From an optimization exercise on the open Yosys and OpenROAD flow, aimed at small area; shortcuts taken in it are not production practice. Where RTL was checked, it was by simulation tests only, not by an equivalence proof against the original.

==> flow/design.v <==
`timescale 1ns / 1ps
module alu #
(
     parameter DATA_WIDTH = 8,
     parameter ADDR_WIDTH = 4
)
(
     input [DATA_WIDTH-1:0]a_in_temp,
     input [DATA_WIDTH-1:0]b_in_temp,
     input ena, enb,
     input [ADDR_WIDTH-1:0]opcode_temp,
     output [DATA_WIDTH-1:0]data_out_temp,
     output carry_out_temp
);
 wire [3:0] op = opcode_temp;
 reg asel, bsel, yinv, cin, ce, lp, lg;
 always @(*) begin
   case (op)
     4'd0:  {asel,bsel,yinv,cin,ce,lp,lg} = 7'b1000110;
     4'd1:  {asel,bsel,yinv,cin,ce,lp,lg} = 7'b1100110;
     4'd2:  {asel,bsel,yinv,cin,ce,lp,lg} = 7'b1101110;
     4'd3:  {asel,bsel,yinv,cin,ce,lp,lg} = 7'b1111110;
     4'd4:  {asel,bsel,yinv,cin,ce,lp,lg} = 7'b1110110;
     4'd5:  {asel,bsel,yinv,cin,ce,lp,lg} = 7'b1001110;
     4'd6:  {asel,bsel,yinv,cin,ce,lp,lg} = 7'b1010110;
     4'd7:  {asel,bsel,yinv,cin,ce,lp,lg} = 7'b0100110;
     4'd8:  {asel,bsel,yinv,cin,ce,lp,lg} = 7'b1100011;
     4'd9:  {asel,bsel,yinv,cin,ce,lp,lg} = 7'b1100010;
     4'd10: {asel,bsel,yinv,cin,ce,lp,lg} = 7'b1100001;
     4'd11: {asel,bsel,yinv,cin,ce,lp,lg} = 7'b1010010;
     default: {asel,bsel,yinv,cin,ce,lp,lg} = 7'b0000000;
   endcase
 end
 wire [DATA_WIDTH-1:0] a = a_in_temp & {DATA_WIDTH{asel & ena}};
 wire [DATA_WIDTH-1:0] y = (b_in_temp & {DATA_WIDTH{bsel & enb}}) ^ {DATA_WIDTH{yinv}};
 wire [DATA_WIDTH-1:0] p = a ^ y;
 wire [DATA_WIDTH-1:0] g = a & y;
 wire [DATA_WIDTH:0] c;
 assign c[0] = cin;
 genvar k;
 generate
   for (k = 0; k < DATA_WIDTH; k = k + 1) begin : chain
     assign c[k+1] = ce & (g[k] | (p[k] & c[k]));
   end
 endgenerate
 assign data_out_temp = ((p & {DATA_WIDTH{lp}}) | (g & {DATA_WIDTH{lg}})) ^ c[DATA_WIDTH-1:0];
 assign carry_out_temp = c[DATA_WIDTH] ^ yinv;
endmodule
`timescale 1ns / 1ps
module memory #
(
 parameter DATA_WIDTH = 8,
 parameter ADDR_WIDTH = 4
)
(
 input clk,
 input CS,wr_en,
 input [DATA_WIDTH-1:0] data_in,
 input [ADDR_WIDTH-1:0] addr_in,
 output reg [DATA_WIDTH-1:0] temp_reg,
 output rd
);
 wire wr = CS & wr_en;
 assign rd = CS & ~wr_en;
 reg [16*DATA_WIDTH-1:0] mem;
 wire [DATA_WIDTH-1:0] m [0:15];
 wire [DATA_WIDTH-1:0] s [0:15];
 wire [3:0] lo = 4'b0001 << addr_in[1:0];
 wire [3:0] hi = 4'b0001 << addr_in[3:2];
 genvar w;
 generate
   for (w = 0; w < 16; w = w + 1) begin : word
     wire sel = lo[w % 4] & hi[w / 4];
     assign m[w] = mem[w*DATA_WIDTH +: DATA_WIDTH];
     assign s[w] = {DATA_WIDTH{sel}};
     always @(posedge clk)
       if (wr & sel)
         mem[w*DATA_WIDTH +: DATA_WIDTH] <= data_in;
   end
 endgenerate
 wire [DATA_WIDTH-1:0] n0 = ~((s[0]  & m[0])  | (s[1]  & m[1])  | (s[2]  & m[2]));
 wire [DATA_WIDTH-1:0] n1 = ~((s[3]  & m[3])  | (s[4]  & m[4])  | (s[5]  & m[5]));
 wire [DATA_WIDTH-1:0] n2 = ~((s[6]  & m[6])  | (s[7]  & m[7])  | (s[8]  & m[8]));
 wire [DATA_WIDTH-1:0] n3 = ~((s[9]  & m[9])  | (s[10] & m[10]) | (s[11] & m[11]));
 wire [DATA_WIDTH-1:0] n4 = ~((s[12] & m[12]) | (s[13] & m[13]) | (s[14] & m[14]));
 wire [DATA_WIDTH-1:0] n5 = ~(s[15] & m[15]);
 wire [DATA_WIDTH-1:0] rdata = ~(n0 & n1 & n2 & n3 & n4 & n5);
 always @(posedge clk)
   if (rd)
     temp_reg <= rdata;
endmodule
`timescale 1ns / 1ps
module top #
(
 parameter DATA_WIDTH = 8,
 parameter ADDR_WIDTH = 4
)
(
 input clk,
 input reset_n,
 input [ADDR_WIDTH-1:0]opcode_in,
 input CS_0,CS_1,
 input wr_en_0,wr_en_1,
 input [ADDR_WIDTH-1:0]addr_in_0,addr_in_1,
 input [DATA_WIDTH-1:0]a_in,
 input [DATA_WIDTH-1:0]b_in,
 output reg carry_out,
 output reg [DATA_WIDTH-1:0]result_out
);
 wire [DATA_WIDTH-1:0]data_out_0,data_out_1;
 wire rd_0, rd_1;
 wire [DATA_WIDTH-1:0]data_out_temp;
 wire carry_out_temp;
 reg [ADDR_WIDTH-1:0]opcode_temp;
 memory ram_0(
     .clk(clk),
     .CS(CS_0),
     .wr_en(wr_en_0),
     .data_in(a_in),
     .addr_in(addr_in_0),
     .temp_reg(data_out_0),
     .rd(rd_0)
);
 memory ram_1(
     .clk(clk),
     .CS(CS_1),
     .wr_en(wr_en_1),
     .data_in(b_in),
     .addr_in(addr_in_1),
     .temp_reg(data_out_1),
     .rd(rd_1)
);
 always@(posedge clk,negedge reset_n)
 begin
    if(!reset_n)
        opcode_temp <= 4'd0;
    else
        opcode_temp <= opcode_in;
 end
 alu alu0(
     .a_in_temp(data_out_0),
     .b_in_temp(data_out_1),
     .ena(rd_0),
     .enb(rd_1),
     .opcode_temp(opcode_temp),
     .data_out_temp(data_out_temp),
     .carry_out_temp(carry_out_temp)
);
always@(posedge clk,negedge reset_n)
 begin
    if(!reset_n)
        {carry_out,result_out} <= 0;
    else
        {carry_out,result_out} <= {carry_out_temp,data_out_temp};
 end
endmodule
Settings: LEC_CHECK=0, CAP_MARGIN=20, CORE_MARGIN=2, CORE_UTILIZATION=40, SLEW_MARGIN=20; clock period 3.8 ns.
standard.sh (not shown) runs the stock make flow with config.mk's settings and CLKGATE_MAP_FILE= SYNTH_SCRIPT=/design/flow/synth_recipe.tcl, a recipe that flattens the netlist after the stock synthesis.
==> flow/flow/run.sh <==
#!/bin/bash
# Own layout flow: the standard ORFS flow (standard.sh) with
#  - no timing-driven global placement,
#  - synthesis through synth_own.tcl (standard synthesis, own ABC mapping script),
#  - port buffers of buf_2 instead of the resizer's default pick,
#  - clock tree of clkbuf_4 leaf clusters of up to 10 sinks, without dummy loads.
# All tool output goes to standard.log here; ORFS keeps its per-step logs in orfs/logs.
set -euo pipefail
F=$PWD/flow
bash standard.sh \
  SYNTH_SCRIPT=$F/synth_own.tcl \
  CORE_UTILIZATION=60 GPL_TIMING_DRIVEN=0 \
  CAP_MARGIN=0 SLEW_MARGIN=0 \
  "BUFFER_PORTS_ARGS=-buffer_cell sky130_fd_sc_hd__buf_2" \
  "CTS_ARGS=-sink_clustering_enable -repair_clock_nets -dont_use_dummy_load -buf_list sky130_fd_sc_hd__clkbuf_4 -sink_clustering_size 10 -sink_clustering_max_diameter 40" \
  finish > standard.log 2>&1
==> flow/flow/abc_own.script <==
&get -n
&st
&dch -f
&nf -R 2000 -C 32
&put
==> flow/flow/synth_own.tcl <==
set own_abc_script [file join [file dirname [file normalize [info script]]] abc_own.script]
proc synth {args} { yosys synth -nofsm -noshare {*}$args }
proc abc {args} {
  global own_abc_script
  set i [lsearch -exact $args -script]
  if { $i >= 0 } { lset args [expr {$i + 1}] $own_abc_script }
  yosys abc {*}$args
}
source $::env(SCRIPTS_DIR)/synth.tcl
# left out here: clear keep_hierarchy, flatten, clean up, hide names made inside functions, write 1_2_yosys.v
Next try:
--- a/flow/design.v
+++ b/flow/design.v
@@ -76,20 +76,20 @@
      always @(posedge clk)
        if (wr & sel)
          mem[w*DATA_WIDTH +: DATA_WIDTH] <= data_in;
    end
  endgenerate
- wire [DATA_WIDTH-1:0] n0 = ~((s[0]  & m[0])  | (s[1]  & m[1])  | (s[2]  & m[2]));
- wire [DATA_WIDTH-1:0] n1 = ~((s[3]  & m[3])  | (s[4]  & m[4])  | (s[5]  & m[5]));
- wire [DATA_WIDTH-1:0] n2 = ~((s[6]  & m[6])  | (s[7]  & m[7])  | (s[8]  & m[8]));
- wire [DATA_WIDTH-1:0] n3 = ~((s[9]  & m[9])  | (s[10] & m[10]) | (s[11] & m[11]));
- wire [DATA_WIDTH-1:0] n4 = ~((s[12] & m[12]) | (s[13] & m[13]) | (s[14] & m[14]));
- wire [DATA_WIDTH-1:0] n5 = ~(s[15] & m[15]);
- wire [DATA_WIDTH-1:0] rdata = ~(n0 & n1 & n2 & n3 & n4 & n5);
+ wire [DATA_WIDTH-1:0] r  = {DATA_WIDTH{rd}};
+ wire [DATA_WIDTH-1:0] h  = {DATA_WIDTH{~rd}};
+ wire [DATA_WIDTH-1:0] n0 = ~((r & s[0]  & m[0])  | (r & s[1]  & m[1])  | (r & s[2]  & m[2]));
+ wire [DATA_WIDTH-1:0] n1 = ~((r & s[3]  & m[3])  | (r & s[4]  & m[4])  | (r & s[5]  & m[5]));
+ wire [DATA_WIDTH-1:0] n2 = ~((r & s[6]  & m[6])  | (r & s[7]  & m[7])  | (r & s[8]  & m[8]));
+ wire [DATA_WIDTH-1:0] n3 = ~((r & s[9]  & m[9])  | (r & s[10] & m[10]) | (r & s[11] & m[11]));
+ wire [DATA_WIDTH-1:0] n4 = ~((r & s[12] & m[12]) | (r & s[13] & m[13]) | (r & s[14] & m[14]));
+ wire [DATA_WIDTH-1:0] n5 = ~((r & s[15] & m[15]) | (h & temp_reg));
  always @(posedge clk)
-   if (rd)
-     temp_reg <= rdata;
+   temp_reg <= ~(n0 & n1 & n2 & n3 & n4 & n5);
 endmodule
 `timescale 1ns / 1ps
 module top #
 (
  parameter DATA_WIDTH = 8,
After rerunning:
- The changed run completed with no timing, DRC or antenna violations
- global-route usage increases by 0.34 points
- clock skew decreases by 0.025 ns
- routed wire length increases by a few percent
- synthesized cell count increases slightly
- first-iteration DRC count decreases slightly
- hold slack improved by 0.21 ns
- cell area increases slightly
- clock-buffer cell count increases by 1
- maximum frequency increases by a few percent
- die area decreases slightly
For the second run of this note, only the layout was checked, not whether the RTL still works.

==> afterwards: timing with drivers on the ports <==
The flow's constraints put no driver on any port. The routed layouts listed below were extracted and timed again, unchanged, in two steps. Step 1 sets driving cells, clkbuf_16 on the clock port and buf_2 on the other inputs (assumed; they add their load-dependent delay and slew). Step 2 also shifts input and output timing later by t, the mid clock arrival at the registers, as if the neighbouring blocks saw the same clock. Three values: ideal, step 1, step 2; two values: the first two.
run	t, ns	setup slack, ns	hold slack, ns	latest minus earliest clock arrival (ns)	worst data-port slew with drivers (ns)
the first run	0.645	0.160 / 0.180 / -0.465	0.045 / 0.028 / 0.546	0.080 / 0.079	0.03
the second run	0.643	0.255 / 0.255 / -0.167	0.258 / 0.239 / 0.466	0.053 / 0.054	0.03
Met with ideal ports but missed after step 2: setup timing in the first run and the second run. The setup slack of the first run, which loses most, moves by +0.020 ns with the drivers and by -0.625 ns with both steps.
